Source: an optimization exercise on an open RTL-to-GDS flow (aim: small area). Production flows keep margins and buffers that such runs may drop.
The RTL was checked by simulation tests, not by an equivalence proof against the original design.
The clock port is modelled as an ideal driver; clocking choices that lean on that would not hold on a real chip.
Power figures rest on the tool's default switching activity, not on a simulated workload.

File: design/flow/flow/abc4.abc
strash
&get -n
&st
&dch
&nf -R 1000
&put
strash
&get -n
&st
&dch
&nf -R 1000
&put
strash
&get -n
&st
&dch
&nf -R 1000
&put
strash
&get -n
&st
&dch
&nf -R 1000
&put
strash
&get -n
&st
&dch
&nf -R 1000
&put
strash
&get -n
&st
&dch
&nf -R 1000
&put
strash
&get -n
&st
&dch
&nf -R 1000
&put
strash
&get -n
&st
&dch
&nf -R 1000
&put
File: design/flow/flow/synth.tcl
# The standard synthesis (synth_recipe.tcl, sourced unchanged) with one
# difference: Yosys's abc call maps the logic with each of the area-oriented
# ABC scripts flow/abc*.abc in turn and keeps the mapping with the smallest
# cell area.
proc abc {args} {
  set i [lsearch -exact $args -script]
  set lib [lindex $args [expr {[lsearch -exact $args -liberty] + 1}]]
  yosys design -save my_pre_abc
  set best ""
  set best_area 1e18
  foreach s [lsort [glob $::env(OWN_FLOW_DIR)/abc*.abc]] {
    yosys design -load my_pre_abc
    set a $args
    lset a [expr {$i + 1}] $s
    yosys abc {*}$a
    yosys tee -q -o $::env(OWN_FLOW_WORK)/abc_try.txt stat -liberty $lib
    set f [open $::env(OWN_FLOW_WORK)/abc_try.txt]
    set txt [read $f]
    close $f
    regexp {Chip area for module[^:]*:\s*([0-9.]+)} $txt -> area
    puts "abc script $s: area $area"
    if { $area < $best_area } {
      set best_area $area
      set best $s
    }
  }
  puts "abc script chosen: $best (area $best_area)"
  yosys design -load my_pre_abc
  lset args [expr {$i + 1}] $best
  yosys abc {*}$args
}
source $::env(FLOW_SYNTH_TCL)
File: design/flow/standard.sh
#!/bin/bash
# synth_recipe.tcl (not shown) runs the flow's synth.tcl, then flattens the netlist and writes it again
# the make line also repeats each setting of config.mk as NAME=value (left out here)
make -C /OpenROAD-flow-scripts/flow DESIGN_CONFIG=/design/flow/config.mk WORK_HOME=/design/flow/orfs CLKGATE_MAP_FILE= SYNTH_SCRIPT=/design/flow/synth_recipe.tcl "${@:-finish}"
File: design/flow/flow/abc5.abc
strash
&get -n
&st
&dch
&nf -R 1000
&put
strash
&get -n
&st
&dch
&nf -R 1000
&put
strash
&get -n
&st
&dch
&nf -R 1000
&put
strash
&get -n
&st
&dch
&nf -R 1000
&put
strash
&get -n
&st
&dch
&nf -R 1000
&put
strash
&get -n
&st
&dch
&nf -R 1000
&put
strash
&get -n
&st
&dch
&nf -R 1000
&put
strash
&get -n
&st
&dch
&nf -R 1000
&put
strash
&get -n
&st
&dch
&nf -R 1000
&put
strash
&get -n
&st
&dch
&nf -R 1000
&put
File: design/flow/flow/run.sh
#!/bin/bash
# The standard layout with these changes:
#  - synthesis maps logic with area-oriented ABC scripts (flow/synth.tcl);
#  - clock tree of small clock buffers without dummy loads;
#  - minimum-size port buffers;
#  - global routing's power recovery downsizes cells off the critical path;
#  - repair aims at a tighter slew limit (flow/pre_floorplan.tcl).
# Each make run writes its full output to its own log file here.
set -euo pipefail
work=$(pwd)
export OWN_FLOW_DIR=$work/flow
export OWN_FLOW_WORK=$work
export FLOW_SYNTH_TCL=$work/synth_recipe.tcl
export CTS_ARGS="-sink_clustering_enable -repair_clock_nets -dont_use_dummy_load -buf_list sky130_fd_sc_hd__clkbuf_4"
export BUFFER_PORTS_ARGS="-buffer_cell sky130_fd_sc_hd__buf_1"
export RECOVER_POWER=100
export PRE_FLOORPLAN_TCL=$work/flow/pre_floorplan.tcl
sed "s#SYNTH_SCRIPT=[^ ]*#SYNTH_SCRIPT=$work/flow/synth.tcl#" standard.sh > own_standard.sh
grep -q "SYNTH_SCRIPT=$work/flow/synth.tcl" own_standard.sh
bash own_standard.sh synth > make_synth.log 2>&1
bash own_standard.sh finish > make_finish.log 2>&1
File: design/flow/flow/pre_floorplan.tcl
set_max_transition 1.0 [current_design]
File: design/flow/flow/abc2.abc
strash
&get -n
&st
&dc2
&dch -f
&nf -R 2000
&put
File: design/flow/config.mk
export PLATFORM = sky130hd
export DESIGN_NAME = fifo
export DESIGN_NICKNAME = fifo
export VERILOG_FILES = /design/flow/design.v
export SDC_FILE = /design/flow/constraint.sdc
export NUM_CORES = 4
export LEC_CHECK = 0
export CAP_MARGIN = 20
export CORE_MARGIN = 2
export CORE_UTILIZATION = 70
export PLACE_DENSITY = 0.9
export SLEW_MARGIN = 20
File: design/flow/design.v
module fifo (clk,reset,renb,wenb,din,dout,empty,full);
  input logic clk, reset;
  input logic renb, wenb;
  input logic [7:0] din;
  output logic [7:0] dout;
  output logic empty, full;
  logic [7:0] mem[16];
  logic [3:0] rp;
  logic rd, wr;
  assign rd = renb & ~empty;
  assign wr = wenb & ~full & ~rd;
  assign full = ~empty & (&rp);
  logic mv;
  logic [3:0] t, rp_next;
  assign mv = rd | wr;
  assign t  = rp ^ {4{rd}};
  assign rp_next[0] = rp[0] ^ mv;
  assign rp_next[1] = rp[1] ^ (mv & t[0]);
  assign rp_next[2] = rp[2] ^ (mv & t[0] & t[1]);
  assign rp_next[3] = rp[3] ^ (mv & t[0] & t[1] & t[2]);
  always @(posedge clk) begin
    rp    <= rp_next | {4{reset}};
    empty <= reset | (rd & (rp == 4'd0)) | (empty & ~wr);
  end
  logic [3:0] lo, hi;
  always_comb begin
    for (int k = 0; k < 4; k++) begin
      lo[k] = (rp[1:0] == k);
      hi[k] = (rp[3:2] == k) & ~reset;
    end
  end
  logic [7:0] rdata;
  always_comb begin
    rdata = 8'b0;
    for (int k = 0; k < 16; k++)
      rdata = rdata | ({8{hi[k/4] & lo[k%4]}} & mem[k]);
  end
  always @(posedge clk) begin
    if (rd | reset) dout <= rdata;
  end
  integer i;
  always @(posedge clk) begin
    if (wr) begin
      mem[0] <= din;
      for (i = 1; i < 16; i = i + 1) mem[i] <= mem[i-1];
    end
  end
endmodule
File: design/flow/constraint.sdc
create_clock -name core_clock -period 5.0 [get_ports {clk}]
set_input_delay 1.0000 -clock core_clock [delete_from_list [all_inputs] [get_ports {clk}]]
set_output_delay 1.0000 -clock core_clock [all_outputs]
set_load 0.01 [all_outputs]
File: design/flow/flow/abc3.abc
strash
&get -n
&st
&dch
&nf -R 1000
&put
strash
&get -n
&st
&dch
&nf -R 1000
&put
strash
&get -n
&st
&dch
&nf -R 1000
&put
strash
&get -n
&st
&dch
&nf -R 1000
&put
File: design/flow/flow/abc1.abc
strash
&get -n
&st
&dch
&nf -R 1000
&put
strash
&get -n
&st
&dch
&nf -R 1000
&put
File: design/flow/flow/abc6.abc
strash
&get -n
&st
&dch
&nf -R 1000
&put
strash
&get -n
&st
&dch
&nf -R 1000
&put
strash
&get -n
&st
&dch
&nf -R 1000
&put
strash
&get -n
&st
&dch
&nf -R 1000
&put
strash
&get -n
&st
&dch
&nf -R 1000
&put
strash
&get -n
&st
&dch
&nf -R 1000
&put
strash
&get -n
&st
&dch
&nf -R 1000
&put
strash
&get -n
&st
&dch
&nf -R 1000
&put
strash
&get -n
&st
&dch
&nf -R 1000
&put
strash
&get -n
&st
&dch
&nf -R 1000
&put
strash
&get -n
&st
&dch
&nf -R 1000
&put
strash
&get -n
&st
&dch
&nf -R 1000
&put
strash
&get -n
&st
&dch
&nf -R 1000
&put
strash
&get -n
&st
&dch
&nf -R 1000
&put
strash
&get -n
&st
&dch
&nf -R 1000
&put
strash
&get -n
&st
&dch
&nf -R 1000
&put
strash
&get -n
&st
&dch
&nf -R 1000
&put
strash
&get -n
&st
&dch
&nf -R 1000
&put
strash
&get -n
&st
&dch
&nf -R 1000
&put
strash
&get -n
&st
&dch
&nf -R 1000
&put
==> reports/metrics.yaml, run 1 <==
placed_design:
  placed_cell_area_um2: 5270
  gp_congestion: 0.904
  dp_hpwl_um: 6300
  numPlacedInstances: 384
  io_buffers: 21
clock_network:
  clockBufferDepth: 2
  cts-hold-fix-buffers: 0
  path_clk_slew_ps: 90
  cts_resized: 0
  clock-sinks: 141
  ctsHtreeMaxLevel: 4
  post_cts_buffers: 0
  cts_made_buffers: 17
  ctsRootBufferMaster: "clkbuf_4"
  cts_tree: "yes"
  clk_latency_ps: 490
critical_path:
  cp-end-kind: "output pin"
  worstPathBufferInverterCount: 1
  cpMaxStageDelayCell: "dfxtp_1"
  startpoint_type: "register"
  critical_path_class: "register to output pin"
  cp_top_family: "flip-flops"
  required_ps: 4000
  path_cells: "nand2_1 -> nor3_1 -> buf_1"
  cpPeakStageDelay_ps: 580
  critPathMaxFanout: 13
  arrival_ps: 1720
logic_synthesis:
  yosysWarnings: 2
  syn_nets: 266
  synth_area_um2: 4950
  synth_xor_area_share_pct: 0.177
  ys_ff_latch: 141
  synth_top_family_by_area: "compound AO/OA/AOI/OAI gates"
  syn_area_per_cell_um2: 19.5
  synthAdderAreaFrac_pct: 0
  synth_compound_area_share_pct: 10.2
  synthSimpleGateAreaFrac_pct: 5.13
  synth_cells: 254
  synth_cell_types: 18
  yosysSeqAreaShare_pct: 84.5
  synth.mux.area_fraction_pct: 0
routing:
  drt-total-wl_um: 9730
  post_drt_wl_per_cell_um: 24.3
  drc: 0
  antenna_left: 0
  drt_pass1_iterations: 9
  dr_total_vias: 2905
  first_iter_violations: 520
  vias_per_cell: 7.24
pwr:
  p_per_area_nw_per_um2: 402
  power.total_w: 0.00217
  p_leak_nw: 1.75
  ir_worst_vdd_mv: 0.258
flow_run:
  max-cap-violations: 0
timing:
  period_minus_slack_ps: 2720
  slew_violations: 0
  period_share_pct: 54.5
  skew_ps: 34.9
  relSlewSlack_pct: 25.4
  hold_violations: 0
  tns_ps: 0
  setup_viol: 0
  fmax_mhz: 367
  tightest_slew_ps: 746
  rsz0062_at_grt: "no"
cells_and_area:
  design_area_um2: 5390
  final_cells: 401
  seq_area_um2: 4180
  fillers: 378
  areaGrowthSynthToFinish_pct: 8.84
  layout_commonest_cell: "edfxtp_1"
  layout_common_cells: "edfxtp_1 (136), a222oi_1 (32), buf_1 (20)"
  nets: 319
  post-route-util_pct: 78.9
  drive_gt1_share_pct: 9.51
  multiInputGateArea_um2: 782
  diodes: 0
global_route:
  use_met3_pct: 8.95
  grt_pass1_wl_um: 14900
  grt_antenna_before_repair: 0
  top_usage_layer: "met2"
  grt_pass1_vias: 2725
  grt_util_all_layers_pct: 27.5
  met2_usage_pct: 41.0
  use_met1_pct: 38.5
  grt_max_degree: 131
  grt_overflow: 0
run_status:
  status: "finished clean"
floorplanning:
  die_w_um: 88.1
  rows: 30
  start_util_pct: 72.5
  die_area_um2: 7770
  ioPinCount: 22
  die_h_um: 88.1
  coreArea_um2: 6830
worst_hold_path:
  min_path_type: "register to register"
==> Yosys cell counts <==
master	count	area, um2
edfxtp_1	136	4080
a222oi_1	32	320
nand3_1	17	85.1
nor2_1	17	63.8
a221oi_1	8	70.1
a22oi_1	8	60.1
nand2b_1	6	37.5
nor3_1	6	30.0
a21oi_1	5	25.0
dfxtp_1	5	100
nand2_1	5	18.8
o21ai_0	3	15.0
a221o_1	1	10.0
a31oi_1	1	6.26
nor2b_1	1	6.26
or2_0	1	6.26
or3_1	1	6.26
xnor2_1	1	8.76
==> layer usage <==
metal | wire length, um | vias to the layer above
met5 | 0 | -
met2 | 4540 | 260
met3 | 1190 | 33
met4 | 294 | 0
met1 | 3700 | 1391
li1 | - | 1221
==> stage by stage <==
stage / worst slack, ps / hold WS, ps
final: 2280 / 454
after CTS: 2280 / 453
after floorplan: 947 / 425
after global placement: 2150 / 430
after detailed placement: 2040 / 438
after global routing: 2120 / 464
==> kinds of logic (layout without fill, tap and decap cells) <==
group,count (synthesis),after routing
AOI/OAI and AO/OA,58,58
xor gates and xnor gates,1,1
DFF,141,141
and+or+nand+nor,54,54
buffers and inverters,0,51
==> power by group <==
part / switching (W) / total (W) / internal [W]
clock: 0.000309 / 0.000465 / 0.000155
combinational: 0.000112 / 0.000163 / 0.0000510
sequential: 0.0000788 / 0.00154 / 0.00146
total: 0.000500 / 0.00217 / 0.00167
==> layout make-up <==
| type | instances | area share, % |
|---|---|---|
| Sequential cell | 141 | 77.6 |
| Clock buffer | 17 | 2.37 |
| Tap cell | 96 | 2.23 |
| Multi-Input combinational cell | 113 | 14.5 |
| Timing Repair Buffer | 34 | 3.30 |
==> path summary, 6_finish.rpt <==
kind | depth (start not counted) | slack, ps | end | startpoint
max | 3 | 2280 | full | rp[0]
min | 0 | 450 | mem[12][0] | mem[11][0]
max reg2reg | 9 | 2550 | rp[3] | rp[0]
min reg2reg | 0 | 450 | mem[12][0] | mem[11][0]
==> sequential cells by signal (all words and copies together) (netlist names) <==
name   flops
dout       8
empty      1
mem      128
rp         4
==> inputs of run 2 (changes only) <==
--- a/design/flow/flow/run.sh
+++ b/design/flow/flow/run.sh
@@ -4,6 +4,7 @@
 #  - clock tree of small clock buffers without dummy loads;
 #  - minimum-size port buffers;
-#  - global routing's power recovery downsizes cells off the critical path;
-#  - repair aims at a tighter slew limit (flow/pre_floorplan.tcl).
+#  - after clock tree synthesis, oversized logic cells are shrunk
+#    (flow/post_cts.tcl, flow/downsize.tcl), and global routing's power
+#    recovery downsizes cells off the critical path.
 # Each make run writes its full output to its own log file here.
 set -euo pipefail
@@ -15,5 +16,5 @@
 export BUFFER_PORTS_ARGS="-buffer_cell sky130_fd_sc_hd__buf_1"
 export RECOVER_POWER=100
-export PRE_FLOORPLAN_TCL=$work/flow/pre_floorplan.tcl
+export POST_CTS_TCL=$work/flow/post_cts.tcl
 sed "s#SYNTH_SCRIPT=[^ ]*#SYNTH_SCRIPT=$work/flow/synth.tcl#" standard.sh > own_standard.sh
 grep -q "SYNTH_SCRIPT=$work/flow/synth.tcl" own_standard.sh
==> design/flow/flow/downsize.tcl (new file) <==
# Greedy area recovery: swap each logic cell to the smallest cell of the same
# family (same name stem, e.g. nor2_4 -> nor2_1) that keeps the design free of
# max-slew/max-cap violations (with margin) and keeps setup/hold slack above a
# floor.
proc own_downsize { {slack_floor 0.5} {margin 0.7} } {
  set dont_use_pat {*probe* *lpflow*}
  set changed 0
  foreach inst [get_cells *] {
    set name [get_property $inst name]
    set ref [get_property $inst ref_name]
    if { ![regexp {^(sky130_fd_sc_hd__[a-z0-9]+)_([0-9]+)$} $ref -> stem drive] } { continue }
    if { [string match "*df*" $stem] || [string match "*clk*" $stem] || [string match "*tap*" $stem] \
         || [string match "*fill*" $stem] || [string match "*decap*" $stem] || [string match "*diode*" $stem] \
         || [string match "*conb*" $stem] } { continue }
    set cands {}
    foreach lc [get_lib_cells ${stem}_*] {
      set n [get_property $lc name]
      if { ![regexp {_([0-9]+)$} $n -> d] } { continue }
      if { $d >= $drive } { continue }
      lappend cands [list $d $n]
    }
    foreach c [lsort -integer -index 0 $cands] {
      set new [lindex $c 1]
      replace_cell $inst $new
      estimate_parasitics -placement
      set ok 1
      if { [sta::max_slew_violation_count] > 0 || [sta::max_capacitance_violation_count] > 0 } { set ok 0 }
      if { $ok } {
        foreach pin [get_pins -of_objects $inst -filter "direction==output"] {
          set net [get_nets -of_objects $pin]
          if { [get_property $pin slew_max] > 1.5 * $margin } { set ok 0 }
        }
      }
      if { $ok && [sta::worst_slack -max] < $slack_floor } { set ok 0 }
      if { $ok && [sta::worst_slack -min] < 0.1 } { set ok 0 }
      if { $ok } {
        puts "downsize: $name $ref -> $new"
        incr changed
        break
      }
      replace_cell $inst $ref
    }
  }
  estimate_parasitics -placement
  puts "downsize: $changed cells downsized"
}
==> design/flow/flow/post_cts.tcl (new file) <==
# After clock tree synthesis and its timing repair: shrink logic cells that
# repair made larger than needed, then legalize again.
source $::env(OWN_FLOW_DIR)/downsize.tcl
own_downsize 0.5 0.7
detailed_placement
check_placement -verbose
--- a/design/flow/config.mk
+++ b/design/flow/config.mk
@@ -6,7 +6,7 @@
 export NUM_CORES = 4
 export LEC_CHECK = 0
-export CAP_MARGIN = 20
+export CAP_MARGIN = 5
 export CORE_MARGIN = 2
 export CORE_UTILIZATION = 70
 export PLACE_DENSITY = 0.9
-export SLEW_MARGIN = 20
+export SLEW_MARGIN = 5
removed: design/flow/flow/pre_floorplan.tcl
==> reports/metrics.yaml, run 2 <==
run_status:
  status: "finished with violations"  # was finished clean
  violatedChecks: "max-capacitance violations, max-slew violations"
routing:
  drt_pass1_iterations: 7  # was 9
  post_drt_wl_per_cell_um: 25.1  # was 24.3 um
  first_iter_violations: 548  # was 520
  drc: 0  # unchanged
  antenna_left: 0  # unchanged
  vias_per_cell: 7.18  # was 7.24
  dr_total_vias: 2830  # was 2905
  drt-total-wl_um: 9880  # was 9730 um
logic_synthesis:
  syn_nets: 266  # unchanged
  synth_area_um2: 4950  # unchanged
  async_flop_share_pct: 0  # unchanged
  synthSimpleGateAreaFrac_pct: 5.13  # unchanged
  synthAdderAreaFrac_pct: 0  # unchanged
  synthTopCellsByCount: "edfxtp_1 (136), a222oi_1 (32), nand3_1 (17), nor2_1 (17)"  # unchanged
  synth_top_cell_by_area: "edfxtp_1"  # unchanged
  yosysWarnings: 2  # unchanged
  ys_ff_latch: 141  # unchanged
  synth.most_common_cell: "edfxtp_1"  # unchanged
  synth_cells: 254  # unchanged
  synth.area.top_cells: "edfxtp_1 (82%), a222oi_1 (6.5%), dfxtp_1 (2.0%)"  # unchanged
  synth_compound_area_share_pct: 10.2  # unchanged
  synth_top_area_share_pct: 82.4  # unchanged
  yosysSeqAreaShare_pct: 84.5  # unchanged
  synth_cell_types: 18  # unchanged
  synth_top_family_by_area: "compound AO/OA/AOI/OAI gates"  # unchanged
  synthFlopType: "edfxtp_1"  # unchanged
  synth.mux.area_fraction_pct: 0  # unchanged
  syn_area_per_cell_um2: 19.5  # unchanged
  synth_xor_area_share_pct: 0.177  # unchanged
  synth-edff-count: 136  # unchanged
critical_path:
  reg2reg_from: "rp[0]"  # unchanged
  required_ps: 5070  # was 4000 ps
  r2r_slack_ps: 1330  # was 2550 ps
  cp-end-kind: "register"  # was output pin
  startpoint_type: "register"  # unchanged
  cpPeakStageDelay_ps: 1650  # was 580 ps
  critical_path_class: "register to register"  # was register to output pin
  r2r_cells: 5  # was 9
  arrival_ps: 3740  # was 1720 ps
  rr_endpoint: "mem[0][6]"  # was rp[3]
  path_cells: "nand2_1 -> nor3_1 -> nand2b_1 -> nor2b_4 -> clkbuf_1"  # was nand2_1 -> nor3_1 -> buf_1
  critPathMaxFanout: 42  # was 13
  cpMaxStageDelayCell: "clkbuf_1"  # was dfxtp_1
floorplanning:
  rows: 30  # unchanged
  coreArea_um2: 6830  # unchanged
  die_area_um2: 7770  # unchanged
  start_util_pct: 72.5  # unchanged
  ioPinCount: 22  # unchanged
  die_h_um: 88.1  # unchanged
  die_w_um: 88.1  # unchanged
cells_and_area:
  areaGrowthSynthToFinish_pct: 7.22  # was 8.84%
  reg.largest.list: "mem x128, dout x8, rp x4"  # unchanged
  diodes: 0  # unchanged
  drive_gt1_share_pct: 6.38  # was 9.51%
  layout_commonest_cell: "edfxtp_1"  # unchanged
  fillers: 396  # was 378
  largest_register_ffs: 128  # unchanged
  nets: 312  # was 319
  layout_common_cells: "edfxtp_1 (136), a222oi_1 (32), buf_1 (21)"  # was edfxtp_1 (136), a222oi_1 (32), buf_1 (20)
  design_area_um2: 5310  # was 5390 um2
  seq_area_um2: 4180  # unchanged
  multiInputGateArea_um2: 777  # was 782 um2
  top_register: "mem"  # unchanged
placed_design:
  gp_congestion: 0.812  # was 0.904
  dp_hpwl_um: 6190  # was 6300 um
  placed_cell_area_um2: 5220  # was 5270 um2
  dp_worst_setup_slack_ps: 2020  # was 2040 ps
  io_buffers: 21  # unchanged
worst_hold_path:
  min_path_type: "register to register"  # unchanged
  hp-start: "mem[7][2]"  # was mem[11][0]
  hold_depth: 0  # unchanged
  min_to: "mem[8][2]"  # was mem[12][0]
pwr:
  swShare_pct: 23.4  # was 23.1%
  power_frac_comb_pct: 7.4  # was 7.5%
  p_clk_share_pct: 21.9  # was 21.4%
  p_int_w: 0.00167  # about the same
  ir_worst_vdd_mv: 0.251  # was 0.258 mV
  p_leak_nw: 1.70  # was 1.75 nW
  p_per_area_nw_per_um2: 410  # was 402 nW/um2
  switching_power_w: 0.000510  # was 0.000500 W
  p_seq_share_pct: 70.7  # was 71.0%
timing:
  relSlewSlack_pct: -48.4  # was 25.4%
  period_share_pct: 73.4  # was 54.5%
  setup_viol: 0  # unchanged
  slew_violations: 108  # was 0
  fmax_mhz: 272  # was 367 MHz
  rsz0062_at_grt: "no"  # unchanged
  hold_violations: 0  # unchanged
  setup_ws_ps: 1330  # was 2280 ps
  tightest_slew_ps: 2230  # was 746 ps
  tns_ps: 0  # unchanged
  period_minus_slack_ps: 3670  # was 2720 ps
  skew_ps: 36.7  # was 34.9 ps
clock_network:
  cts_tree: "yes"  # unchanged
  path_clk_slew_ps: 110  # was 90 ps
  clk_latency_ps: 510  # was 490 ps
  clock-sinks: 141  # unchanged
global_route:
  grt_pass1_wl_um: 14900  # about the same
  grt_pass1_vias: 2717  # was 2725
  grt_antenna_before_repair: 0  # unchanged
  grt_max_degree: 65  # was 131
  grt_util_all_layers_pct: 28.0  # was 27.5%
  grt_overflow: 0  # unchanged
flow_run:
  max-cap-violations: 2  # was 0
run 2: cell type report:
type	count	area share, %
clock buffer	17	2.40
multi-input combinational	113	14.6
sequential	141	78.8
tap	96	2.26
timing repair buffer	27	1.93
run 2: critical path: cells and delay by family, from the launching register on:
family | cells | cell delay (ps)
buffers and inverters | 1 | 1650
AND/OR/NAND/NOR | 4 | 1140
flip-flops | 1 | 440
run 2: worst max path at each step:
stage                     slack, ps         end  depth (start not counted)   from
after detailed placement       2020   mem[6][1]                          4   renb
final                          1330   mem[0][6]                          5  rp[0]
after global routing           1070  mem[12][4]                          5  rp[0]
after floorplan                 950       rp[3]                          6   renb
after global placement         2110   mem[0][1]                          4   renb
run 2: kinds of logic after synthesis:
family                    Yosys count
AOI/OAI and AO/OA                  58
xor gates and xnor gates            1
DFF                               141
and+or+nand+nor                    54
run 2: per-layer routing:
metal  vias to the layer above  routed length (um)  part of all wire (%)  GRT usage [%]
met5                         -                   0                     0              0
met4                         0                 267                   2.7           11.6
met3                        32                1050                    11           11.4
met2                       217                4750                    48           41.5
met1                      1384                3810                    39           37.9
li1                       1197                   -                     -              -
run 2: through the flow:
step / util, % / instances / power, W / hold WS [ps]
after floorplan: - / 254 / 0.00164 / 425
after global routing: 77.7 / 394 / 0.00225 / 464
final: 77.7 / 394 / 0.00218 / 449
after global placement: 76.4 / 377 / 0.00171 / 431
after detailed placement: 76.4 / 377 / 0.00172 / 436
run 2: power groups by stage:
stage | clock network [W] | logic [W] | registers, W
detailed placement | 0 | 0.000164 | 0.00156
finish | 0.000476 | 0.000161 | 0.00154
global route | 0.000524 | 0.000175 | 0.00155
global placement | 0 | 0.000156 | 0.00155
floorplan | 0 | 0.000101 | 0.00154
==> inputs of run 3 (changes only) <==
==> design/flow/design.v (replaced) <==
module fifo (clk,reset,renb,wenb,din,dout,empty,full);
  input logic clk, reset;
  input logic renb, wenb;
  input logic [7:0] din;
  output logic [7:0] dout;
  output logic empty, full;
  logic [7:0] mem[16];
  logic [3:0] rp;
  logic rd, wr;
  assign rd = renb & ~empty;
  assign wr = wenb & ~full & ~rd;
  assign full = ~empty & (&rp);
  always @(posedge clk) begin
    rp    <= (rp + {rd, rd, rd, rd | wr}) | {4{reset}};
    empty <= reset | (rd & (rp == 4'd0)) | (empty & ~wr);
  end
  logic [7:0] rdata;
  always_comb begin
    rdata = 8'b0;
    for (int k = 0; k < 16; k++)
      rdata = rdata | ({8{~reset && rp == k}} & mem[k]);
  end
  always @(posedge clk) begin
    if (rd | reset) dout <= rdata;
  end
  integer i;
  always @(posedge clk) begin
    if (wr) begin
      mem[0] <= din;
      for (i = 1; i < 16; i = i + 1) mem[i] <= mem[i-1];
    end
  end
endmodule
==> design/flow/flow/abc3.abc (replaced) <==
strash
balance
rewrite
refactor
balance
rewrite
rewrite -z
balance
refactor -z
rewrite -z
balance
&get -n
&st
&dch
&nf -R 1000
&put
==> design/flow/flow/abc4.abc (replaced) <==
strash
dch
amap
topo
--- a/design/flow/config.mk
+++ b/design/flow/config.mk
@@ -8,5 +8,5 @@
 export CAP_MARGIN = 5
 export CORE_MARGIN = 2
-export CORE_UTILIZATION = 70
-export PLACE_DENSITY = 0.9
+export CORE_UTILIZATION = 40
+export PLACE_DENSITY = 0.6
 export SLEW_MARGIN = 5
removed: design/flow/flow/abc5.abc
removed: design/flow/flow/abc6.abc
==> reports/metrics.yaml, run 3 <==
run_status:
  status: "finished clean"  # was finished with violations
logic_synthesis:
  yosysSeqAreaShare_pct: 83.3  # was 84.5%
  async_flop_share_pct: 0  # unchanged
  yosysWarnings: 2  # unchanged
  synth-edff-count: 136  # unchanged
  synthFlopType: "edfxtp_1"  # unchanged
  synthTopCellsByCount: "edfxtp_1 (136), a22oi_1 (32), a222oi_1 (16)"  # was edfxtp_1 (136), a222oi_1 (32), nand3_1 (17), nor2_1 (17)
  synth.most_common_cell: "edfxtp_1"  # unchanged
  synth.area.top_cells: "edfxtp_1 (81%), a22oi_1 (4.8%), a222oi_1 (3.2%)"  # was edfxtp_1 (82%), a222oi_1 (6.5%), dfxtp_1 (2.0%)
  synth_cell_types: 22  # was 18
  synth_top_area_share_pct: 81.3  # was 82.4%
  synth_top_cell_by_area: "edfxtp_1"  # unchanged
  synth_cells: 262  # was 254
  syn_area_per_cell_um2: 19.2  # was 19.5 um2
  ys_ff_latch: 141  # unchanged
  synth_area_um2: 5020  # was 4950 um2
  syn_nets: 278  # was 266
routing:
  drc: 0  # unchanged
  antenna_left: 0  # unchanged
  post_drt_wl_per_cell_um: 17.6  # was 25.1 um
  drt_pass1_iterations: 7  # unchanged
  first_iter_violations: 377  # was 548
  drt-total-wl_um: 8270  # was 9880 um
  dr_total_vias: 2558  # was 2830
  vias_per_cell: 5.45  # was 7.18
cells_and_area:
  areaGrowthSynthToFinish_pct: 8.60  # was 7.22%
  largest_register_ffs: 128  # unchanged
  layout_common_cells: "edfxtp_1 (136), a22oi_1 (32), buf_1 (20), clkbuf_4 (17), a222oi_1 (16)"  # was edfxtp_1 (136), a222oi_1 (32), buf_1 (21)
  fillers: 1097  # was 396
  diodes: 0  # unchanged
  top_register: "mem"  # unchanged
  drive_gt1_share_pct: 5.98  # was 6.38%
  nets: 319  # was 312
  layout_commonest_cell: "edfxtp_1"  # unchanged
  final_cells: 469  # was 394
  reg.largest.list: "mem x128, dout x8, rp x4"  # unchanged
global_route:
  grt_pass1_vias: 2459  # was 2717
  grt_antenna_before_repair: 0  # unchanged
  grt_max_degree: 129  # was 65
  grt_overflow: 0  # unchanged
  grt_util_all_layers_pct: 13.6  # was 28.0%
  grt_pass1_wl_um: 13300  # was 14900 um
critical_path:
  startpoint_type: "register"  # unchanged
  cp-end-kind: "register"  # unchanged
  r2r_cells: 7  # was 5
  reg2reg_from: "rp[1]"  # was rp[0]
  critical_path_class: "register to register"  # unchanged
  crit_path_end: "dout[6]"  # was mem[0][6]
  critPathMaxFanout: 8  # was 42
  r2r_slack_ps: 2150  # was 1330 ps
  rr_endpoint: "dout[6]"  # was mem[0][6]
  required_ps: 5350  # was 5070 ps
  crit_start: "rp[1]"  # was rp[0]
  arrival_ps: 3210  # was 3740 ps
timing:
  skew_ps: 32.7  # was 36.7 ps
  whs_ps: 429  # was 449 ps
  setup_ws_ps: 2150  # was 1330 ps
  slew_violations: 0  # was 108
  tightest_slew_ps: 1170  # was 2230 ps
  hold_violations: 0  # unchanged
  tns_ps: 0  # unchanged
  relSlewSlack_pct: 21.1  # was -48.4%
  period_share_pct: 57.1  # was 73.4%
  period_minus_slack_ps: 2850  # was 3670 ps
  fmax_mhz: 350  # was 272 MHz
  setup_viol: 0  # unchanged
  rsz0062_at_grt: "no"  # unchanged
worst_hold_path:
  min_path_type: "register to register"  # unchanged
  hp-start: "mem[10][6]"  # was mem[7][2]
clock_network:
  cts_tree: "yes"  # unchanged
  clk_latency_ps: 510  # about the same
  path_clk_slew_ps: 100  # was 110 ps
  clock-sinks: 141  # unchanged
pwr:
  p_per_area_nw_per_um2: 434  # was 410 nW/um2
  ir_worst_vdd_mv: 0.203  # was 0.251 mV
  power.total_w: 0.00237  # was 0.00218 W
  p_leak_nw: 1.71  # was 1.70 nW
flow_run:
  max-cap-violations: 0  # was 2
placed_design:
  dp_hpwl_um: 5420  # was 6190 um
  dp_worst_setup_slack_ps: 1660  # was 2020 ps
  gp_congestion: 0.816  # was 0.812
  numPlacedInstances: 452  # was 377
  io_buffers: 21  # unchanged
floorplanning:
  die_area_um2: 13500  # was 7770 um2
  die_h_um: 116  # was 88.1 um
  die_w_um: 116  # was 88.1 um
  rows: 40  # was 30
  start_util_pct: 41.5  # was 72.5%
  coreArea_um2: 12100  # was 6830 um2
  ioPinCount: 22  # unchanged
==> run 3: where the power goes <==
group	leakage [nW]	total [W]	switching, W	internal (W)
sequential	1.35	0.00162	0.0000901	0.00153
clock	0.0782	0.000474	0.000318	0.000155
combinational	0.283	0.000272	0.000185	0.0000874
==> run 3: cell type report <==
type / count / area (um2) / area share (%)
well taps: 168 / 210 / 3.85
multi-input cells: 117 / 822 / 15.1
clock buffers: 17 / 128 / 2.34
repair buffers: 22 / 93.8 / 1.72
flip-flops and latches: 141 / 4180 / 76.7
inverters: 4 / 15.0 / 0.275
==> run 3: metal layers <==
| metal | share of wire (%) | global-route usage [%] |
|---|---|---|
| met5 | 0 | 0 |
| met4 | 1.1 | 4.52 |
| met2 | 44 | 18.6 |
| met3 | 6.2 | 5.96 |
| met1 | 49 | 19.6 |
==> run 3: cells by family after synthesis <==
group / Yosys count / synth area share (%)
flops: 141 / 83.3
compound gates: 63 / 10.2
simple gates: 49 / 4.83
buf+inv: 4 / 0.299
fa+ha+maj: 4 / 1.15
xor+xnor: 1 / 0.174
==> run 3: how the worst min path moves through the flow <==
stage / end / slack (ps) / depth (start not counted)
global placement: mem[15][6] / 430 / 0
global route: mem[12][5] / 450 / 0
floorplan: mem[1][0] / 430 / 0
finish: mem[11][6] / 430 / 0
detailed placement: mem[9][6] / 440 / 0
==> run 3: through the flow <==
stage / cell area, um2 / utilization (%)
floorplan: 5030 / -
global placement: 5340 / 44.1
detailed placement: 5340 / 44.1
global route: 5450 / 45.0
finish: 5450 / 45.0
==> run 3: critical path: stages, from the launching register on <==
cell,delay (ps)
dfxtp_1,430
clkinv_1,170
or3_1,470
nor3_1,920
a222oi_1,270
nand4_1,230
a221oi_1,80
nand3_1,130
==> inputs of run 4 (changes only) <==
--- a/design/flow/config.mk
+++ b/design/flow/config.mk
@@ -8,5 +8,5 @@
 export CAP_MARGIN = 5
 export CORE_MARGIN = 2
-export CORE_UTILIZATION = 40
-export PLACE_DENSITY = 0.6
+export CORE_UTILIZATION = 70
+export PLACE_DENSITY = 0.9
 export SLEW_MARGIN = 5
==> reports/metrics.yaml, run 4 <==
global_route:
  grt_max_degree: 129  # unchanged
  grt_util_all_layers_pct: 23.4  # was 13.6%
  grt_overflow: 0  # unchanged
  grt_pass1_vias: 2547  # was 2459
  grt_antenna_before_repair: 0  # unchanged
  grt_pass1_wl_um: 13100  # was 13300 um
cells_and_area:
  design_area_um2: 5360  # was 5450 um2
  diodes: 0  # unchanged
  final_cells: 397  # was 469
  layout_commonest_cell: "edfxtp_1"  # unchanged
  drive_gt1_share_pct: 5.98  # unchanged
  largest_register_ffs: 128  # unchanged
  fillers: 379  # was 1097
  areaGrowthSynthToFinish_pct: 6.80  # was 8.60%
  layout_common_cells: "edfxtp_1 (136), a22oi_1 (32), buf_1 (20), clkbuf_4 (17), a222oi_1 (16)"  # unchanged
  reg.largest.list: "mem x128, dout x8, rp x4"  # unchanged
  nets: 319  # unchanged
  top_register: "mem"  # unchanged
flow_run:
  max-cap-violations: 0  # unchanged
timing:
  setup_viol: 0  # unchanged
  slew_violations: 0  # unchanged
  tightest_slew_ps: 1050  # was 1170 ps
  fmax_mhz: 374  # was 350 MHz
  relSlewSlack_pct: 29.5  # was 21.1%
  skew_ps: 34.3  # was 32.7 ps
  hold_violations: 0  # unchanged
  period_share_pct: 53.5  # was 57.1%
  tns_ps: 0  # unchanged
  period_minus_slack_ps: 2670  # was 2850 ps
  rsz0062_at_grt: "no"  # unchanged
worst_hold_path:
  hold_depth: 0  # unchanged
  min_to: "mem[12][1]"  # was mem[11][6]
  min_path_type: "register to register"  # unchanged
  hp-start: "mem[11][1]"  # was mem[10][6]
routing:
  dr_total_vias: 2670  # was 2558
  drc: 0  # unchanged
  drt_pass1_iterations: 6  # was 7
  first_iter_violations: 406  # was 377
  post_drt_wl_per_cell_um: 20.9  # was 17.6 um
  vias_per_cell: 6.73  # was 5.45
  antenna_left: 0  # unchanged
  drt-total-wl_um: 8320  # was 8270 um
critical_path:
  startpoint_type: "input pin"  # was register
  critPathMaxFanout: 8  # unchanged
  required_ps: 5340  # was 5350 ps
  arrival_ps: 3010  # was 3210 ps
  path_cells: "clkbuf_1 -> or3_1 -> nor3_1 -> a222oi_1 -> nand4_1 -> a221oi_1 -> nand3_1"  # was clkinv_1 -> or3_1 -> nor3_1 -> a222oi_1 -> nand4_1 -> a221oi_1 -> nand3_1
  cpMaxStageDelayCell: "nor3_1"  # unchanged
  cp-end-kind: "register"  # unchanged
  r2r_cells: 7  # unchanged
  critical_path_class: "input pin to register"  # was register to register
  reg2reg_from: "rp[1]"  # unchanged
  r2r_slack_ps: 2350  # was 2150 ps
  rr_endpoint: "dout[6]"  # unchanged
  cpPeakStageDelay_ps: 780  # was 920 ps
floorplanning:
  die_h_um: 88.7  # was 116 um
  rows: 30  # was 40
  ioPinCount: 22  # unchanged
  coreArea_um2: 6870  # was 12100 um2
  die_w_um: 88.7  # was 116 um
  start_util_pct: 73.1  # was 41.5%
  die_area_um2: 7870  # was 13500 um2
logic_synthesis:
  synth.most_common_cell: "edfxtp_1"  # unchanged
  synth-edff-count: 136  # unchanged
  synth_cell_types: 22  # unchanged
  synth_cells: 262  # unchanged
  syn_nets: 278  # unchanged
  yosysWarnings: 2  # unchanged
  synth_area_um2: 5020  # unchanged
  synthFlopType: "edfxtp_1"  # unchanged
  synthTopCellsByCount: "edfxtp_1 (136), a22oi_1 (32), a222oi_1 (16)"  # unchanged
  async_flop_share_pct: 0  # unchanged
  ys_ff_latch: 141  # unchanged
  synth_top_area_share_pct: 81.3  # unchanged
  synth_top_cell_by_area: "edfxtp_1"  # unchanged
  yosysSeqAreaShare_pct: 83.3  # unchanged
  synth.area.top_cells: "edfxtp_1 (81%), a22oi_1 (4.8%), a222oi_1 (3.2%)"  # unchanged
  syn_area_per_cell_um2: 19.2  # unchanged
pwr:
  power.total_w: 0.00236  # was 0.00237 W
  ir_worst_vdd_mv: 0.257  # was 0.203 mV
  p_leak_nw: 1.71  # unchanged
  p_per_area_nw_per_um2: 441  # was 434 nW/um2
placed_design:
  numPlacedInstances: 380  # was 452
  placed_cell_area_um2: 5250  # was 5340 um2
  dp_hpwl_um: 5600  # was 5420 um
  io_buffers: 21  # unchanged
  gp_congestion: 0.873  # was 0.816
clock_network:
  clk_latency_ps: 500  # was 510 ps
  clock-sinks: 141  # unchanged
  cts_tree: "yes"  # unchanged
  path_clk_slew_ps: 90  # was 100 ps
run_status:
  status: "finished clean"  # unchanged
[run 4: cell counts after synthesis]
No cell type changed its count.
[run 4: how the worst max path moves through the flow]
stage	to	startpoint	depth (start not counted)	slack (ps)
3_5_place_dp	dout[6]	reset	7	1890
2_1_floorplan	mem[0][0]	renb	3	1290
5_1_grt	dout[1]	rp[1]	7	2130
6_report	dout[6]	reset	7	2330
3_3_place_gp	dout[2]	reset	8	2090
[run 4: cells by family after synthesis]
group | count (synthesis) | synth area share [%]
AOI/OAI and AO/OA | 63 | 10.2
xor gates and xnor gates | 1 | 0.174
adders and majority gates | 4 | 1.15
buffers and inverters | 4 | 0.299
DFF | 141 | 83.3
and+or+nand+nor | 49 | 4.83
[run 4: cell type report]
type	count	area (um2)	area share, %
Multi-Input combinational cell	117	822	15.3
Tap cell	96	120	2.24
Timing Repair Buffer	22	93.8	1.75
Sequential cell	141	4180	78.0
Clock buffer	17	128	2.38
Inverter	4	15.0	0.280
[run 4: where the power goes]
group	internal (W)	switching (W)	total (W)
clock network	0.000156	0.000308	0.000464
registers	0.00153	0.000100	0.00163
logic	0.0000873	0.000182	0.000269
total	0.00177	0.000590	0.00236
[run 4: worst max-delay path, delay by kind of cell]
family / cells / cell delay (ps)
AOI/OAI and AO/OA: 2 / 370
buffers and inverters: 1 / 150
and+or+nand+nor: 4 / 1500
[run 4: metrics by stage]
stage	hold WS, ps	utilization, %	setup slack, ps
detailed placement	434	76.4	1890
floorplan	425	-	1290
finish	427	78.1	2330
global route	451	78.1	2130
global placement	427	76.4	2090
[run 4: per-layer routing]
layer	wire length [um]	vias to the layer above	track usage [%]	part of all wire [%]
li1	-	1207	-	-
met1	3590	1308	33.7	43
met2	3950	146	34.1	48
met3	690	9	8.30	8.3
met4	79	0	7.85	0.95
met5	0	-	0	0
==> inputs of run 5 (changes only) <==
--- a/design/flow/design.v
+++ b/design/flow/design.v
@@ -11,7 +11,22 @@
   assign wr = wenb & ~full & ~rd;
   assign full = ~empty & (&rp);
+  logic mv;
+  logic [3:0] t, rp_next;
+  assign mv = rd | wr;
+  assign t  = rp ^ {4{rd}};
+  assign rp_next[0] = rp[0] ^ mv;
+  assign rp_next[1] = rp[1] ^ (mv & t[0]);
+  assign rp_next[2] = rp[2] ^ (mv & t[0] & t[1]);
+  assign rp_next[3] = rp[3] ^ (mv & t[0] & t[1] & t[2]);
   always @(posedge clk) begin
-    rp    <= (rp + {rd, rd, rd, rd | wr}) | {4{reset}};
+    rp    <= rp_next | {4{reset}};
     empty <= reset | (rd & (rp == 4'd0)) | (empty & ~wr);
+  end
+  logic [3:0] lo, hi;
+  always_comb begin
+    for (int k = 0; k < 4; k++) begin
+      lo[k] = (rp[1:0] == k);
+      hi[k] = (rp[3:2] == k) & ~reset;
+    end
   end
   logic [7:0] rdata;
@@ -19,5 +34,5 @@
     rdata = 8'b0;
     for (int k = 0; k < 16; k++)
-      rdata = rdata | ({8{~reset && rp == k}} & mem[k]);
+      rdata = rdata | ({8{hi[k/4] & lo[k%4]}} & mem[k]);
   end
   always @(posedge clk) begin
--- a/design/flow/flow/run.sh
+++ b/design/flow/flow/run.sh
@@ -4,7 +4,6 @@
 #  - clock tree of small clock buffers without dummy loads;
 #  - minimum-size port buffers;
-#  - after clock tree synthesis, oversized logic cells are shrunk
-#    (flow/post_cts.tcl, flow/downsize.tcl), and global routing's power
-#    recovery downsizes cells off the critical path.
+#  - after clock tree synthesis, oversized logic cells and buffers are shrunk
+#    (flow/post_cts.tcl, flow/downsize.tcl).
 # Each make run writes its full output to its own log file here.
 set -euo pipefail
@@ -15,5 +14,4 @@
 export CTS_ARGS="-sink_clustering_enable -repair_clock_nets -dont_use_dummy_load -buf_list sky130_fd_sc_hd__clkbuf_4"
 export BUFFER_PORTS_ARGS="-buffer_cell sky130_fd_sc_hd__buf_1"
-export RECOVER_POWER=100
 export POST_CTS_TCL=$work/flow/post_cts.tcl
 sed "s#SYNTH_SCRIPT=[^ ]*#SYNTH_SCRIPT=$work/flow/synth.tcl#" standard.sh > own_standard.sh
==> design/flow/flow/abc3.abc (replaced) <==
strash
&get -n
&st
&dch
&nf -R 1000
&put
strash
&get -n
&st
&dch
&nf -R 1000
&put
strash
&get -n
&st
&dch
&nf -R 1000
&put
strash
&get -n
&st
&dch
&nf -R 1000
&put
==> design/flow/flow/abc4.abc (replaced) <==
strash
&get -n
&st
&dch
&nf -R 1000
&put
strash
&get -n
&st
&dch
&nf -R 1000
&put
strash
&get -n
&st
&dch
&nf -R 1000
&put
strash
&get -n
&st
&dch
&nf -R 1000
&put
strash
&get -n
&st
&dch
&nf -R 1000
&put
strash
&get -n
&st
&dch
&nf -R 1000
&put
strash
&get -n
&st
&dch
&nf -R 1000
&put
strash
&get -n
&st
&dch
&nf -R 1000
&put
==> design/flow/flow/abc5.abc (new file) <==
strash
&get -n
&st
&dch
&nf -R 1000
&put
strash
&get -n
&st
&dch
&nf -R 1000
&put
strash
&get -n
&st
&dch
&nf -R 1000
&put
strash
&get -n
&st
&dch
&nf -R 1000
&put
strash
&get -n
&st
&dch
&nf -R 1000
&put
strash
&get -n
&st
&dch
&nf -R 1000
&put
strash
&get -n
&st
&dch
&nf -R 1000
&put
strash
&get -n
&st
&dch
&nf -R 1000
&put
strash
&get -n
&st
&dch
&nf -R 1000
&put
strash
&get -n
&st
&dch
&nf -R 1000
&put
==> design/flow/flow/abc6.abc (new file) <==
strash
&get -n
&st
&dch
&nf -R 1000
&put
strash
&get -n
&st
&dch
&nf -R 1000
&put
strash
&get -n
&st
&dch
&nf -R 1000
&put
strash
&get -n
&st
&dch
&nf -R 1000
&put
strash
&get -n
&st
&dch
&nf -R 1000
&put
strash
&get -n
&st
&dch
&nf -R 1000
&put
strash
&get -n
&st
&dch
&nf -R 1000
&put
strash
&get -n
&st
&dch
&nf -R 1000
&put
strash
&get -n
&st
&dch
&nf -R 1000
&put
strash
&get -n
&st
&dch
&nf -R 1000
&put
strash
&get -n
&st
&dch
&nf -R 1000
&put
strash
&get -n
&st
&dch
&nf -R 1000
&put
strash
&get -n
&st
&dch
&nf -R 1000
&put
strash
&get -n
&st
&dch
&nf -R 1000
&put
strash
&get -n
&st
&dch
&nf -R 1000
&put
strash
&get -n
&st
&dch
&nf -R 1000
&put
strash
&get -n
&st
&dch
&nf -R 1000
&put
strash
&get -n
&st
&dch
&nf -R 1000
&put
strash
&get -n
&st
&dch
&nf -R 1000
&put
strash
&get -n
&st
&dch
&nf -R 1000
&put
==> design/flow/flow/post_cts.tcl (replaced) <==
# After clock tree synthesis and its timing repair: shrink logic cells and
# buffers that placement's repair made larger than needed (kept only where the
# estimated output slew stays under 0.6 ns, well inside the library's 1.5 ns,
# since placement estimates run below the final extraction), then legalize.
source $::env(OWN_FLOW_DIR)/downsize.tcl
own_downsize 0.5 0.4
detailed_placement
check_placement -verbose
--- a/design/flow/config.mk
+++ b/design/flow/config.mk
@@ -6,7 +6,7 @@
 export NUM_CORES = 4
 export LEC_CHECK = 0
-export CAP_MARGIN = 5
+export CAP_MARGIN = 20
 export CORE_MARGIN = 2
 export CORE_UTILIZATION = 70
 export PLACE_DENSITY = 0.9
-export SLEW_MARGIN = 5
+export SLEW_MARGIN = 20
==> reports/metrics.yaml, run 5 <==
floorplanning:
  die_area_um2: 7770  # was 7870 um2
  die_h_um: 88.1  # was 88.7 um
  start_util_pct: 72.5  # was 73.1%
  coreArea_um2: 6830  # was 6870 um2
  ioPinCount: 22  # unchanged
  rows: 30  # unchanged
  die_w_um: 88.1  # was 88.7 um
pwr:
  p_per_area_nw_per_um2: 408  # was 441 nW/um2
  ir_worst_vdd_mv: 0.252  # was 0.257 mV
  p_int_w: 0.00166  # was 0.00177 W
  power.total_w: 0.00217  # was 0.00236 W
  p_leak_nw: 1.71  # about the same
  p_clk_share_pct: 21.8  # was 19.6%
  switching_power_w: 0.000508  # was 0.000590 W
  p_seq_share_pct: 70.7  # was 69.0%
  swShare_pct: 23.4  # was 25.0%
  power_frac_comb_pct: 7.5  # was 11.4%
logic_synthesis:
  synth_area_um2: 4950  # was 5020 um2
  synth.mux.area_fraction_pct: 0  # unchanged
  synth_top_area_share_pct: 82.4  # was 81.3%
  syn_nets: 266  # was 278
  synth_cell_types: 18  # was 22
  synth.most_common_cell: "edfxtp_1"  # unchanged
  synth_top_family_by_area: "compound AO/OA/AOI/OAI gates"  # unchanged
  synth_compound_area_share_pct: 10.2  # about the same
  yosysSeqAreaShare_pct: 84.5  # was 83.3%
  synthAdderAreaFrac_pct: 0  # was 1.15%
  synth-edff-count: 136  # unchanged
  synth_xor_area_share_pct: 0.177  # was 0.174%
  synth_cells: 254  # was 262
  yosysWarnings: 2  # unchanged
  synthTopCellsByCount: "edfxtp_1 (136), a222oi_1 (32), nand3_1 (17), nor2_1 (17)"  # was edfxtp_1 (136), a22oi_1 (32), a222oi_1 (16)
  synthSimpleGateAreaFrac_pct: 5.13  # was 4.83%
  synth_top_cell_by_area: "edfxtp_1"  # unchanged
  synthFlopType: "edfxtp_1"  # unchanged
  syn_area_per_cell_um2: 19.5  # was 19.2 um2
  synth.area.top_cells: "edfxtp_1 (82%), a222oi_1 (6.5%), dfxtp_1 (2.0%)"  # was edfxtp_1 (81%), a22oi_1 (4.8%), a222oi_1 (3.2%)
  ys_ff_latch: 141  # unchanged
  async_flop_share_pct: 0  # unchanged
cells_and_area:
  nets: 312  # was 319
  largest_register_ffs: 128  # unchanged
  reg.largest.list: "mem x128, dout x8, rp x4"  # unchanged
  layout_commonest_cell: "edfxtp_1"  # unchanged
  top_register: "mem"  # unchanged
  drive_gt1_share_pct: 6.71  # was 5.98%
  final_cells: 394  # was 397
  areaGrowthSynthToFinish_pct: 7.43  # was 6.80%
  layout_common_cells: "edfxtp_1 (136), a222oi_1 (32), buf_1 (25)"  # was edfxtp_1 (136), a22oi_1 (32), buf_1 (20), clkbuf_4 (17), a222oi_1 (16)
  diodes: 0  # unchanged
worst_hold_path:
  hold_depth: 0  # unchanged
  hp-start: "mem[12][5]"  # was mem[11][1]
  min_to: "mem[13][5]"  # was mem[12][1]
  min_path_type: "register to register"  # unchanged
clock_network:
  clock-sinks: 141  # unchanged
  path_clk_slew_ps: 120  # was 90 ps
  clk_latency_ps: 520  # was 500 ps
  cts_tree: "yes"  # unchanged
routing:
  vias_per_cell: 7.20  # was 6.73
  antenna_left: 0  # unchanged
  drt-total-wl_um: 9880  # was 8320 um
  drt_pass1_iterations: 7  # was 6
  dr_total_vias: 2837  # was 2670
  post_drt_wl_per_cell_um: 25.1  # was 20.9 um
  first_iter_violations: 501  # was 406
  drc: 0  # unchanged
run_status:
  status: "finished clean"  # unchanged
timing:
  setup_viol: 0  # unchanged
  slew_violations: 0  # unchanged
  period_minus_slack_ps: 2690  # was 2670 ps
  whs_ps: 448  # was 427 ps
  rsz0062_at_grt: "no"  # unchanged
  period_share_pct: 53.9  # was 53.5%
  skew_ps: 36.7  # was 34.3 ps
  fmax_mhz: 371  # was 374 MHz
  hold_violations: 0  # unchanged
  tns_ps: 0  # unchanged
  relSlewSlack_pct: 35.3  # was 29.5%
  tightest_slew_ps: 967  # was 1050 ps
critical_path:
  cpMaxStageDelayCell: "a222oi_1"  # was nor3_1
  cp-end-kind: "register"  # unchanged
  r2r_cells: 5  # was 7
  worstPathBufferInverterCount: 2  # was 1
  critPathMaxFanout: 10  # was 8
  rr_endpoint: "mem[15][7]"  # was dout[6]
  cp_top_family: "compound AO/OA/AOI/OAI gates"  # was simple AND/OR/NAND/NOR gates
  cpPeakStageDelay_ps: 450  # was 780 ps
  required_ps: 5250  # was 5340 ps
  crit_start: "reset"  # unchanged
  arrival_ps: 2940  # was 3010 ps
  cp.depth: 8  # was 7
  r2r_slack_ps: 2440  # was 2350 ps
  path_cells: "buf_1 -> or2_0 -> nor3_1 -> buf_1 -> a222oi_1 -> nand3_1 -> a221oi_1 -> nand3_1"  # was clkbuf_1 -> or3_1 -> nor3_1 -> a222oi_1 -> nand4_1 -> a221oi_1 -> nand3_1
  startpoint_type: "input pin"  # unchanged
  critical_path_class: "input pin to register"  # unchanged
  reg2reg_from: "rp[0]"  # was rp[1]
placed_design:
  io_buffers: 21  # unchanged
  gp_congestion: 0.812  # was 0.873
  dp_hpwl_um: 6190  # was 5600 um
  numPlacedInstances: 377  # was 380
global_route:
  use_met3_pct: 11.4  # was 8.30%
  use_met1_pct: 37.9  # was 33.7%
  grt_overflow: 0  # unchanged
  grt_util_all_layers_pct: 28.0  # was 23.4%
  grt_antenna_before_repair: 0  # unchanged
  grt_pass1_wl_um: 14900  # was 13100 um
  grt_max_degree: 65  # was 129
  met2_usage_pct: 41.5  # was 34.1%
  top_usage_layer: "met2"  # unchanged
  grt_pass1_vias: 2717  # was 2547
flow_run:
  max-cap-violations: 0  # unchanged
==> run 5: changes by cell type in the layout (fill, tap and decap cells not counted), sizes merged, moves of 2 or more <==
cell | previous run | this run
nand3 | 10 | 17
a21oi | 3 | 5
clkinv | 4 | 0
nand4 | 8 | 0
nor2 | 13 | 17
a222oi | 16 | 32
a22oi | 32 | 8
nand2b | 4 | 6
buf | 21 | 27
ha | 3 | 0
==> run 5: worst max-delay path by stage <==
stage / endpoint / slack [ps]
floorplan: rp[3] / 950
global route: full / 2180
global placement: mem[0][1] / 2110
finish: dout[2] / 2310
detailed placement: mem[6][1] / 2020
==> run 5: final cells by class <==
cell class                      instances  area, um2
Clock buffer                           17        128
Fill cell                             392       1510
Multi-Input combinational cell        113        777
Sequential cell                       141       4180
Tap cell                               96        120
Timing Repair Buffer                   27        113
==> run 5: power groups by stage <==
stage                     Clock [W]  Sequential (W)  Combinational (W)
after floorplan                   0         0.00154           0.000101
after global placement            0         0.00155           0.000156
after detailed placement          0         0.00156           0.000164
after global routing       0.000524         0.00155           0.000177
final                      0.000474         0.00154           0.000162
==> run 5: cells by family (layout without fill, tap and decap cells) <==
kind of cell    after synthesis  count (layout)
compound gates               58              58
xor+xnor                      1               1
buf+inv                       0              44
flops                       141             141
simple gates                 54              54
==> run 5: metal layers <==
layer / share of wire [%] / vias up / wire (um)
li1: - / 1200 / -
met1: 38 / 1371 / 3750
met2: 48 / 234 / 4740
met3: 11 / 32 / 1120
met4: 2.8 / 0 / 272
met5: 0 / - / 0
==> run 5: stage by stage <==
stage	setup WS, ps	utilization (%)	area [um2]
floorplan	947	-	4960
global placement	2110	76.4	5220
detailed placement	2020	76.4	5220
global route	2180	77.9	5320
finish	2310	77.9	5320
==> run 5: worst reg2reg max path, cell delays in order, from the launching register on <==
cell      delay [ps]
dfxtp_1          440
nand2_1          210
nor3_1            80
nand2b_1         230
nor2b_4          640
buf_6            540
==> inputs of run 6 (changes only) <==
--- a/design/flow/flow/downsize.tcl
+++ b/design/flow/flow/downsize.tcl
@@ -1,8 +1,8 @@
 # Greedy area recovery: swap each logic cell to the smallest cell of the same
 # family (same name stem, e.g. nor2_4 -> nor2_1) that keeps the design free of
-# max-slew/max-cap violations (with margin) and keeps setup/hold slack above a
+# max-slew/max-cap violations, keeps the cell's estimated output slew under
+# margin * 1.5 ns (the library limit), and keeps setup/hold slack above a
 # floor.
 proc own_downsize { {slack_floor 0.5} {margin 0.7} } {
-  set dont_use_pat {*probe* *lpflow*}
   set changed 0
   foreach inst [get_cells *] {
==> reports/metrics.yaml, run 6 <==
critical_path:
  r2r_slack_ps: 2440  # about the same
  startpoint_type: "input pin"  # unchanged
  critPathMaxFanout: 10  # unchanged
  arrival_ps: 2940  # about the same
  required_ps: 5250  # about the same
  critical_path_class: "input pin to register"  # unchanged
  cp-end-kind: "register"  # unchanged
logic_synthesis:
  syn_nets: 266  # unchanged
  async_flop_share_pct: 0  # unchanged
  yosysWarnings: 2  # unchanged
  synth_area_um2: 4950  # unchanged
  yosysSeqAreaShare_pct: 84.5  # unchanged
  synth_cells: 254  # unchanged
  syn_area_per_cell_um2: 19.5  # unchanged
  synthTopCellsByCount: "edfxtp_1 (136), a222oi_1 (32), nand3_1 (17), nor2_1 (17)"  # unchanged
  synthFlopType: "edfxtp_1"  # unchanged
  synth_top_area_share_pct: 82.4  # unchanged
  synth-edff-count: 136  # unchanged
  synth.area.top_cells: "edfxtp_1 (82%), a222oi_1 (6.5%), dfxtp_1 (2.0%)"  # unchanged
  synth_top_cell_by_area: "edfxtp_1"  # unchanged
  ys_ff_latch: 141  # unchanged
  synth.most_common_cell: "edfxtp_1"  # unchanged
  synth_cell_types: 18  # unchanged
timing:
  whs_ps: 448  # unchanged
  fmax_mhz: 371  # unchanged
  period_share_pct: 53.9  # unchanged
  relSlewSlack_pct: 35.3  # unchanged
  skew_ps: 36.7  # unchanged
  hold_violations: 0  # unchanged
  slew_violations: 0  # unchanged
  tns_ps: 0  # unchanged
  rsz0062_at_grt: "no"  # unchanged
  setup_viol: 0  # unchanged
  setup_ws_ps: 2310  # unchanged
  period_minus_slack_ps: 2690  # unchanged
  tightest_slew_ps: 967  # unchanged
global_route:
  grt_pass1_wl_um: 14900  # unchanged
  grt_pass1_vias: 2717  # unchanged
  grt_util_all_layers_pct: 28.0  # unchanged
  grt_max_degree: 65  # unchanged
  grt_antenna_before_repair: 0  # unchanged
  grt_overflow: 0  # unchanged
floorplanning:
  start_util_pct: 72.5  # unchanged
  rows: 30  # unchanged
  die_w_um: 88.1  # unchanged
  die_area_um2: 7770  # unchanged
  die_h_um: 88.1  # unchanged
  coreArea_um2: 6830  # unchanged
  ioPinCount: 22  # unchanged
pwr:
  p_leak_nw: 1.71  # unchanged
  power.total_w: 0.00217  # unchanged
  ir_worst_vdd_mv: 0.252  # unchanged
  p_per_area_nw_per_um2: 408  # unchanged
cells_and_area:
  layout_commonest_cell: "edfxtp_1"  # unchanged
  final_cells: 394  # unchanged
  fillers: 392  # unchanged
  diodes: 0  # unchanged
  seq_area_um2: 4180  # unchanged
  top_register: "mem"  # unchanged
  areaGrowthSynthToFinish_pct: 7.43  # unchanged
  multiInputGateArea_um2: 777  # unchanged
  reg.largest.list: "mem x128, dout x8, rp x4"  # unchanged
  nets: 312  # unchanged
  drive_gt1_share_pct: 6.71  # unchanged
  largest_register_ffs: 128  # unchanged
  layout_common_cells: "edfxtp_1 (136), a222oi_1 (32), buf_1 (25)"  # unchanged
flow_run:
  max-cap-violations: 0  # unchanged
placed_design:
  dp_hpwl_um: 6190  # unchanged
  gp_congestion: 0.812  # unchanged
  io_buffers: 21  # unchanged
  dp_worst_setup_slack_ps: 2020  # unchanged
  numPlacedInstances: 377  # unchanged
routing:
  antenna_left: 0  # unchanged
  vias_per_cell: 7.20  # unchanged
  first_iter_violations: 501  # unchanged
  drc: 0  # unchanged
  dr_total_vias: 2837  # unchanged
  drt_pass1_iterations: 7  # unchanged
  drt-total-wl_um: 9880  # unchanged
  post_drt_wl_per_cell_um: 25.1  # unchanged
worst_hold_path:
  min_path_type: "register to register"  # unchanged
clock_network:
  clk_latency_ps: 520  # about the same
  path_clk_slew_ps: 120  # about the same
  clock-sinks: 141  # unchanged
  cts_tree: "yes"  # unchanged
run_status:
  status: "finished clean"  # unchanged
run 6: cell counts in the layout (fill, tap and decap cells not counted):
Identical to the previous run, type by type.
run 6: where the power goes:
part	internal (W)	switching, W
combinational	0.0000481	0.000114
sequential	0.00146	0.0000755
clock	0.000156	0.000319
run 6: final timing paths:
kind / from / endpoint / cells after the start
setup / recovery: reset / dout[2] / 8
hold reg to reg: mem[12][5] / mem[13][5] / 0
hold / removal: mem[12][5] / mem[13][5] / 0
setup reg to reg: rp[0] / mem[15][7] / 5
run 6: worst max-delay path, cell delays in order:
cell      delay [ps]
buf_1            280
or2_0            270
nor3_1            70
buf_1            330
a222oi_1         450
nand3_1          140
a221oi_1         260
nand3_1          140
run 6: per-stage QoR:
stage	util (%)	area, um2
6_report	77.9	5320
5_1_grt	77.9	5320
3_5_place_dp	76.4	5220
3_3_place_gp	76.4	5220
2_1_floorplan	-	4960
run 6: cell type report:
type	count	share of cell area, %
Timing Repair Buffer	27	2.12
Multi-Input combinational cell	113	14.6
Tap cell	96	2.26
Sequential cell	141	78.6
Clock buffer	17	2.40
run 6: cell families after synthesis:
logic type / Yosys count / share of synthesized area (%)
DFF: 141 / 84.5
AOI/OAI and AO/OA: 58 / 10.2
and+or+nand+nor: 54 / 5.13
xor gates and xnor gates: 1 / 0.177
run 6: per-layer routing:
metal / track usage [%] / routed length [um]
met2: 41.5 / 4740
met4: 11.6 / 272
met1: 37.9 / 3750
met5: 0 / 0
met3: 11.4 / 1120
==> inputs of run 7 (changes only) <==
--- a/design/flow/design.v
+++ b/design/flow/design.v
@@ -24,19 +24,19 @@
   end
   logic [3:0] lo, hi;
+  logic hold;
   always_comb begin
     for (int k = 0; k < 4; k++) begin
       lo[k] = (rp[1:0] == k);
-      hi[k] = (rp[3:2] == k) & ~reset;
+      hi[k] = (rp[3:2] == k) & rd & ~reset;
     end
   end
-  logic [7:0] rdata;
+  assign hold = ~rd & ~reset;
+  logic [7:0] dnext;
   always_comb begin
-    rdata = 8'b0;
+    dnext = {8{hold}} & dout;
     for (int k = 0; k < 16; k++)
-      rdata = rdata | ({8{hi[k/4] & lo[k%4]}} & mem[k]);
+      dnext = dnext | ({8{hi[k/4] & lo[k%4]}} & mem[k]);
   end
-  always @(posedge clk) begin
-    if (rd | reset) dout <= rdata;
-  end
+  always @(posedge clk) dout <= dnext;
   integer i;
   always @(posedge clk) begin
--- a/design/flow/config.mk
+++ b/design/flow/config.mk
@@ -8,5 +8,5 @@
 export CAP_MARGIN = 20
 export CORE_MARGIN = 2
-export CORE_UTILIZATION = 70
-export PLACE_DENSITY = 0.9
+export CORE_UTILIZATION = 60
+export PLACE_DENSITY = 0.8
 export SLEW_MARGIN = 20
==> reports/metrics.yaml, run 7 <==
clock_network:
  clock-sinks: 141  # unchanged
  path_clk_slew_ps: 90  # was 120 ps
  cts_tree: "yes"  # unchanged
  clk_latency_ps: 510  # was 520 ps
pwr:
  p_per_area_nw_per_um2: 390  # was 408 nW/um2
  power.total_w: 0.00206  # was 0.00217 W
  ir_worst_vdd_mv: 0.245  # was 0.252 mV
  p_leak_nw: 1.67  # was 1.71 nW
logic_synthesis:
  synth_cells: 262  # was 254
  yosysSeqAreaShare_pct: 83.4  # was 84.5%
  synth.area.top_cells: "edfxtp_1 (78%), a222oi_1 (6.7%), dfxtp_1 (5.3%)"  # was edfxtp_1 (82%), a222oi_1 (6.5%), dfxtp_1 (2.0%)
  synth_area_um2: 4920  # was 4950 um2
  syn_area_per_cell_um2: 18.8  # was 19.5 um2
  synth-edff-count: 128  # was 136
  synth_top_cell_by_area: "edfxtp_1"  # unchanged
  ys_ff_latch: 141  # unchanged
  async_flop_share_pct: 0  # unchanged
  synth_cell_types: 22  # was 18
  syn_nets: 274  # was 266
  synth.most_common_cell: "edfxtp_1"  # unchanged
floorplanning:
  rows: 33  # was 30
  die_w_um: 94.6  # was 88.1 um
  start_util_pct: 60.8  # was 72.5%
  ioPinCount: 22  # unchanged
  die_area_um2: 8950  # was 7770 um2
  die_h_um: 94.6  # was 88.1 um
cells_and_area:
  layout_commonest_cell: "edfxtp_1"  # unchanged
  final_cells: 411  # was 394
  layout_common_cells: "edfxtp_1 (128), a222oi_1 (33), buf_1 (25), nor2_1 (17), clkbuf_4 (17)"  # was edfxtp_1 (136), a222oi_1 (32), buf_1 (25)
  reg.largest.list: "mem x128, dout x8, rp x4"  # unchanged
  diodes: 0  # unchanged
  nets: 320  # was 312
timing:
  period_minus_slack_ps: 2800  # was 2690 ps
  setup_ws_ps: 2200  # was 2310 ps
  hold_violations: 0  # unchanged
  rsz0062_at_grt: "no"  # unchanged
  slew_violations: 0  # unchanged
  skew_ps: 35.2  # was 36.7 ps
  tightest_slew_ps: 981  # was 967 ps
  period_share_pct: 56.0  # was 53.9%
  fmax_mhz: 357  # was 371 MHz
  relSlewSlack_pct: 34.6  # was 35.3%
run_status:
  status: "finished clean"  # unchanged
worst_hold_path:
  hold_depth: 0  # unchanged
  min_path_type: "register to register"  # unchanged
global_route:
  grt_pass1_wl_um: 15100  # was 14900 um
  grt_overflow: 0  # unchanged
  grt_max_degree: 82  # was 65
  grt_util_all_layers_pct: 24.1  # was 28.0%
  grt_pass1_vias: 2809  # was 2717
  grt_antenna_before_repair: 0  # unchanged
critical_path:
  cpPeakStageDelay_ps: 590  # was 450 ps
  startpoint_type: "input pin"  # unchanged
  cp-end-kind: "register"  # unchanged
  r2r_slack_ps: 2350  # was 2440 ps
  critical_path_class: "input pin to register"  # unchanged
  required_ps: 5440  # was 5250 ps
  rr_endpoint: "dout[2]"  # was mem[15][7]
  crit_path_end: "dout[2]"  # unchanged
  path_common_cell: "buf_1"
  reg2reg_from: "empty"  # was rp[0]
  cpMaxStageDelayCell: "nor3_1"  # was a222oi_1
placed_design:
  dp_worst_setup_slack_ps: 1960  # was 2020 ps
  gp_congestion: 0.818  # was 0.812
  io_buffers: 21  # unchanged
  numPlacedInstances: 394  # was 377
routing:
  drt_pass1_iterations: 6  # was 7
  antenna_left: 0  # unchanged
  drc: 0  # unchanged
  dr_total_vias: 2892  # was 2837
flow_run:
  max-cap-violations: 0  # unchanged
-- run 7: cell count changes after synthesis, moves of 3 or more --
| cell | before | now |
|---|---|---|
| edfxtp_1 | 136 | 128 |
| nand3_1 | 17 | 8 |
| dfxtp_1 | 5 | 13 |
| a221oi_1 | 8 | 1 |
| nand2_1 | 5 | 8 |
| and4_1 | 0 | 3 |
| nand4_1 | 0 | 6 |
| a21oi_1 | 5 | 11 |
-- run 7: cell type report --
class	count	area, um2
clock buffers	17	128
fillers	598	2800
inverters	1	3.75
multi-input cells	120	816
flip-flops and latches	141	4100
well taps	105	131
repair buffers	27	109
-- run 7: critical path, delay by kind of cell --
family | cells | cell delay, ps
AND/OR/NAND/NOR | 6 | 1490
buffers and inverters | 2 | 520
AO/OA/AOI/OAI | 2 | 220
-- run 7: how the worst min path moves through the flow --
| stage | from | to | slack [ps] |
|---|---|---|---|
| 2_1_floorplan | mem[9][1] | mem[10][1] | 430 |
| 3_3_place_gp | mem[2][3] | mem[3][3] | 430 |
| 3_5_place_dp | mem[1][6] | mem[2][6] | 440 |
| 5_1_grt | mem[1][4] | mem[2][4] | 450 |
| 6_report | mem[2][3] | mem[3][3] | 440 |
-- run 7: cell families after synthesis --
group	after synthesis	synth area share [%]
AOI/OAI and AO/OA	65	11.0
buffers and inverters	1	0.0762
DFF	141	83.4
and+or+nand+nor	55	5.57
-- run 7: metrics by stage --
stage	instance area [um2]	hold slack, ps	util, %
6_report	5290	437	65.4
5_1_grt	5290	449	65.4
3_5_place_dp	5190	436	64.1
3_3_place_gp	5190	433	64.1
2_1_floorplan	4930	425	-
-- run 7: where the power goes --
group	internal [W]	switching, W
Combinational	0.0000261	0.0000725
Sequential	0.00142	0.0000670
Clock	0.000155	0.000320
-- run 7: routing by layer --
metal	vias to the layer above	global-route usage, %	wire length (um)
li1	1235	-	-
met1	1403	33.4	3900
met2	229	35.1	4670
met3	25	7.98	1300
met4	0	11.4	206
met5	-	0	0

-- separate check: timing with driven ports --
How much do the figures lean on ideal ports? The routed layouts below were timed once more, with nothing changed but the port constraints. Step 1 assumes that a clkbuf_16 drives the clock port and a buf_2 every other input. Step 2 also shifts input and output timing later by t, the mid clock arrival at the registers, as if the neighbouring blocks saw the same clock. Slacks: ideal / step 1 / step 2; pairs: ideal / step 1.
| run | t (ns) | setup slack, ns |
|---|---|---|
| run 1 | 0.506 | 2.276 / 2.247 / 1.905 |
| run 2 | 0.524 | 1.329 / 1.329 / 0.903 |
| run 3 | 0.532 | 2.146 / 2.146 / 1.651 |
| run 4 | 0.514 | 2.326 / 2.337 / 1.823 |
| run 5 | 0.526 | 2.305 / 2.308 / 1.782 |
| run 6 | 0.526 | 2.305 / 2.308 / 1.782 |
| run 7 | 0.524 | 2.199 / 2.198 / 1.674 |
